This is an optimization exercise on Yosys and OpenROAD, whose aim is small area, a short achievable clock period and few clock cycles per item, not a production implementation. Function was checked by simulation only, so behaviour that the tests miss may differ from the original. No activity file was given, so power comes from the tool's default toggle rates.

// DIVIDER_wrapper
module DIVIDER_wrapper(
    input clk, go, clr,
    input [1:0] func3,
    input [31:0] rs1, rs2,
    output done,
    output logic [31:0] rd);
    DIVIDER divider(.clk(clk), .clr(clr), .go(go), .func3(func3),
                    .rs1(rs1), .rs2(rs2), .done(done), .rd(rd));
endmodule
Settings: LEC_CHECK=0, ABC_CLOCK_PERIOD_IN_PS=5000, CAP_MARGIN=20, CORE_MARGIN=2, CORE_UTILIZATION=40, SETUP_SLACK_MARGIN=5, SLEW_MARGIN=20; clock period 10.0 ns.
run.sh (not shown) runs the stock make flow with config.mk's settings and CLKGATE_MAP_FILE= SYNTH_SCRIPT=/design/flow/synth_recipe.tcl, a recipe that flattens the netlist after the stock synthesis.
The baseline ran to the end with no violations.
Testbench counts at the start, summed over its fixed seeds: cycles 22,314, items 3,200.
Rerun with:
--- a/flow/config.mk
+++ b/flow/config.mk
@@ -6,5 +6,5 @@
 export NUM_CORES = 4
 export LEC_CHECK = 0
-export ABC_CLOCK_PERIOD_IN_PS = 5000
+export ABC_CLOCK_PERIOD_IN_PS = 3000
 export CAP_MARGIN = 20
 export CORE_MARGIN = 2
=> Final area does not change; count of clock-buffer cells in the layout stays the same; setup slack is unchanged; sequential share of layout area stays the same; total power does not change; flip-flop and latch count stays the same; clock power is about the same; non-clock buffer count stays the same; wire length does not change; cell count is unchanged.

* * *

The RTL this note starts from:
==> flow/design.v <==
module DIVIDER (
    input  logic        clk, clr, go,
    input  logic [1:0]  func3,
    input  logic [31:0] rs1, rs2,
    output logic        done,
    output logic [31:0] rd
);
localparam logic [1:0] S_PREP = 2'd0, S_ITER = 2'd1, S_FIN = 2'd2;
logic [1:0]  state;
logic        done_r;
logic [31:0] R, B, Q;
logic [3:0]  cnt;
logic        neg_q, neg_r, is_rem;
assign done = done_r;
assign rd   = is_rem ? R : Q;
logic        sgn;
logic [31:0] abs_a, abs_b;
assign sgn   = ~func3[0];
assign abs_a = (sgn & rs1[31]) ? -rs1 : rs1;
assign abs_b = (sgn & rs2[31]) ? -rs2 : rs2;
logic [5:0]  za, zb;
logic [6:0]  dd;
logic        b_zero, short_op;
lzc32 lz_a (.x(R), .n(za));
lzc32 lz_b (.x(B), .n(zb));
assign dd       = {1'b0, zb} - {1'b0, za};
assign b_zero   = zb[5];
assign short_op = b_zero | dd[6];
logic [32:0] d1;
logic [33:0] d2;
logic [34:0] d3, csa_s, csa_c, x3, y3, z3;
logic        ge1, ge2, ge3;
assign d1 = {1'b0, R} - {1'b0, B};
assign d2 = {2'b0, R} - {1'b0, B, 1'b0};
assign x3 = {3'b0, R};
assign y3 = {3'b0, B};
assign z3 = ~{1'b0, B, 2'b0};
assign csa_s = x3 ^ y3 ^ z3;
assign csa_c = (x3 & y3) | (x3 & z3) | (y3 & z3);
assign d3 = csa_s + {csa_c[33:0], 1'b1};
assign ge1 = ~d1[32];
assign ge2 = ~d2[33];
assign ge3 = ~d3[34];
logic [31:0] r_next;
logic [1:0]  qd;
always_comb begin
    if (ge3)      r_next = d3[31:0];
    else if (ge2) r_next = d2[31:0];
    else if (ge1) r_next = d1[31:0];
    else          r_next = R;
end
assign qd = {ge2, ge3 | (ge1 & ~ge2)};
logic [31:0] negx;
assign negx = -(is_rem ? R : Q);
logic need_neg;
assign need_neg = is_rem ? neg_r : neg_q;
always_ff @(posedge clk) begin
    if (clr) begin
        done_r <= 1'b1;
        state  <= S_PREP;
    end else if (done_r) begin
        if (go) begin
            R      <= abs_a;
            B      <= abs_b;
            is_rem <= func3[1];
            neg_r  <= sgn & rs1[31];
            neg_q  <= sgn & (rs1[31] ^ rs2[31]) & (rs2 != 32'b0);
            state  <= S_PREP;
            done_r <= 1'b0;
        end
    end else begin
        case (state)
        S_PREP: begin
            if (short_op) begin
                Q <= {32{b_zero}};
                if (is_rem & neg_r) state <= S_FIN;
                else done_r <= 1'b1;
            end else begin
                B     <= B << {dd[4:1], 1'b0};
                cnt   <= dd[4:1];
                Q     <= 32'b0;
                state <= S_ITER;
            end
        end
        S_ITER: begin
            R   <= r_next;
            Q   <= {Q[29:0], qd};
            B   <= {2'b0, B[31:2]};
            cnt <= cnt - 4'd1;
            if (cnt == 4'd0) begin
                if (need_neg) state <= S_FIN;
                else done_r <= 1'b1;
            end
        end
        default: begin
            if (is_rem) R <= negx;
            else        Q <= negx;
            done_r <= 1'b1;
        end
        endcase
    end
end
endmodule
module lzc32 (
    input  logic [31:0] x,
    output logic [5:0]  n
);
    logic [15:0] z1; logic [15:0] c1;
    logic [7:0]  z2; logic [1:0] c2 [8];
    logic [3:0]  z3; logic [2:0] c3 [4];
    logic [1:0]  z4; logic [3:0] c4 [2];
    logic [4:0]  c5;
    always_comb begin
        for (int i = 0; i < 16; i++) begin
            z1[i] = ~(x[2*i+1] | x[2*i]);
            c1[i] = ~x[2*i+1];
        end
        for (int i = 0; i < 8; i++) begin
            z2[i] = z1[2*i+1] & z1[2*i];
            c2[i] = z1[2*i+1] ? {1'b1, c1[2*i]} : {1'b0, c1[2*i+1]};
        end
        for (int i = 0; i < 4; i++) begin
            z3[i] = z2[2*i+1] & z2[2*i];
            c3[i] = z2[2*i+1] ? {1'b1, c2[2*i]} : {1'b0, c2[2*i+1]};
        end
        for (int i = 0; i < 2; i++) begin
            z4[i] = z3[2*i+1] & z3[2*i];
            c4[i] = z3[2*i+1] ? {1'b1, c3[2*i]} : {1'b0, c3[2*i+1]};
        end
        c5 = z4[1] ? {1'b1, c4[0]} : {1'b0, c4[1]};
        n  = (z4[1] & z4[0]) ? 6'd32 : {1'b0, c5};
    end
endmodule
module DIVIDER_wrapper(
    input clk, go, clr,
    input [1:0] func3,
    input [31:0] rs1, rs2,
    output done,
    output logic [31:0] rd);
    DIVIDER divider(.clk(clk), .clr(clr), .go(go), .func3(func3),
                    .rs1(rs1), .rs2(rs2), .done(done), .rd(rd));
endmodule
==> flow/config.mk <==
export PLATFORM = sky130hd
export DESIGN_NAME = DIVIDER_wrapper
export DESIGN_NICKNAME = DIVIDER_wrapper
export VERILOG_FILES = /design/flow/design.v
export SDC_FILE = /design/flow/constraint.sdc
export NUM_CORES = 4
export LEC_CHECK = 0
export ABC_AREA = 1
export CAP_MARGIN = 20
export CORE_MARGIN = 2
export CORE_UTILIZATION = 40
export SLEW_MARGIN = 20
==> flow/constraint.sdc <==
create_clock -name core_clock -period 10.0 [get_ports {clk}]
set_input_delay 2.0000 -clock core_clock [delete_from_list [all_inputs] [get_ports {clk}]]
set_output_delay 2.0000 -clock core_clock [all_outputs]
set_load 0.01 [all_outputs]
Testbench counts at the start, summed over its fixed seeds: cycles 22,314, items 3,200.
==> next run, changes <==
- ABC_AREA: 1 -> unset
- ABC_CLOCK_PERIOD_IN_PS: unset -> 3000
- SETUP_SLACK_MARGIN: unset -> 5
=> Clock power shrinks by about 5%. Sequential share of layout area grows by 1.2 points. Fmax grows by 10%. Critical path depth shrinks by 9. Final cell count shrinks by 25%. Combinational power shrinks by 32%.
==> next run, changes <==
==> flow/flow/run.sh (new file) <==
#!/bin/bash
# Standard ORFS layout, with repair_timing aiming for extra setup slack.
set -euo pipefail
bash standard.sh SETUP_SLACK_MARGIN=6.6 finish > standard_flow.log 2>&1
==> flow/standard.sh (new file) <==
#!/bin/bash
# synth_recipe.tcl (not shown) runs the flow's synth.tcl, then flattens the netlist and writes it again
# the make line also repeats each setting of config.mk as NAME=value (left out here)
make -C /OpenROAD-flow-scripts/flow DESIGN_CONFIG=/design/flow/config.mk WORK_HOME=/design/flow/orfs CLKGATE_MAP_FILE= SYNTH_SCRIPT=/design/flow/synth_recipe.tcl "${@:-finish}"
removed: flow/run.sh
Effect:
- The new run passed the timing, DRC and antenna checks
- first-iteration DRC count grows by 69%
- via count increases by 19%
- setup slack is better by 0.49 ns
- flip-flop and latch count stays the same

* * *

Setup of alpha:
DIVIDER_wrapper, a different RTL version from the one above (not shown whole).
For scale: ~1,900 cells after synthesis, ~100 flip-flops, roughly 100 I/O pins, ~15,000 µm² of cells after synthesis.
make LEC_CHECK=0 ABC_CLOCK_PERIOD_IN_PS=3000 CAP_MARGIN=20 CORE_MARGIN=2 CORE_UTILIZATION=65 PLACE_DENSITY=0.75 SETUP_SLACK_MARGIN=5 SLEW_MARGIN=20 finish   # period 10.0 ns
Stock flow here: none of the scripts above is used.
alpha did not stop at any stage, and its layout met the timing, DRC and antenna checks.
Testbench counts of alpha, summed over its fixed seeds: cycles 22,314, items 3,200.
The inputs of beta differ from those of alpha as listed below.
Settings: CORE_UTILIZATION now 40, was 65; PLACE_DENSITY no longer set, was 0.75.
==> run notes <==
In beta, the share of final layout cell area taken by non-clock buffers came out 0.24 points below the value in alpha. beta vs. alpha: area of the core went up by 15,000 µm². [beta] area taken by multi-input logic gates fell about 0.6% relative to alpha. Row clock share of power: beta higher / alpha lower.

## separate check: timing with driven ports
The flow's constraints put no driver on any port. The routed layouts listed below were extracted and timed again, unchanged, in two steps.
Step 1 (the two cells are an assumption about what drives the block):
set clk [get_ports {clk}]
set_driving_cell -lib_cell sky130_fd_sc_hd__clkbuf_16 $clk
set_driving_cell -lib_cell sky130_fd_sc_hd__buf_2 [delete_from_list [all_inputs] $clk]
Step 2, shift: input delay + t, output delay - t, t = (earliest + latest rising clock arrival at the registers) / 2. This alone moves slack from input paths to output paths.
Three values: ideal, step 1, step 2; two values: the first two.
run	t, ns	slack for setup (ns)	worst setup path after step 2	worst data-port slew with drivers (ns)
the first run of note 1	0.504	4.983 / 5.009 / 4.505	input to register	0.07
the second run of note 1	0.504	4.983 / 5.009 / 4.505	input to register	0.07
the first run of note 2	0.441	4.577 / 4.577 / 4.490	input to register	0.05
the second run of note 2	0.420	5.089 / 5.118 / 4.698	input to register	0.05
the third run of note 2	0.434	5.578 / 5.595 / 5.162	input to register	0.05
alpha	0.417	4.998 / 5.018 / 4.601	input to register	0.06
beta	0.445	5.136 / 5.136 / 4.788	input to register	0.05
After both steps setup and hold are still met in every run listed.
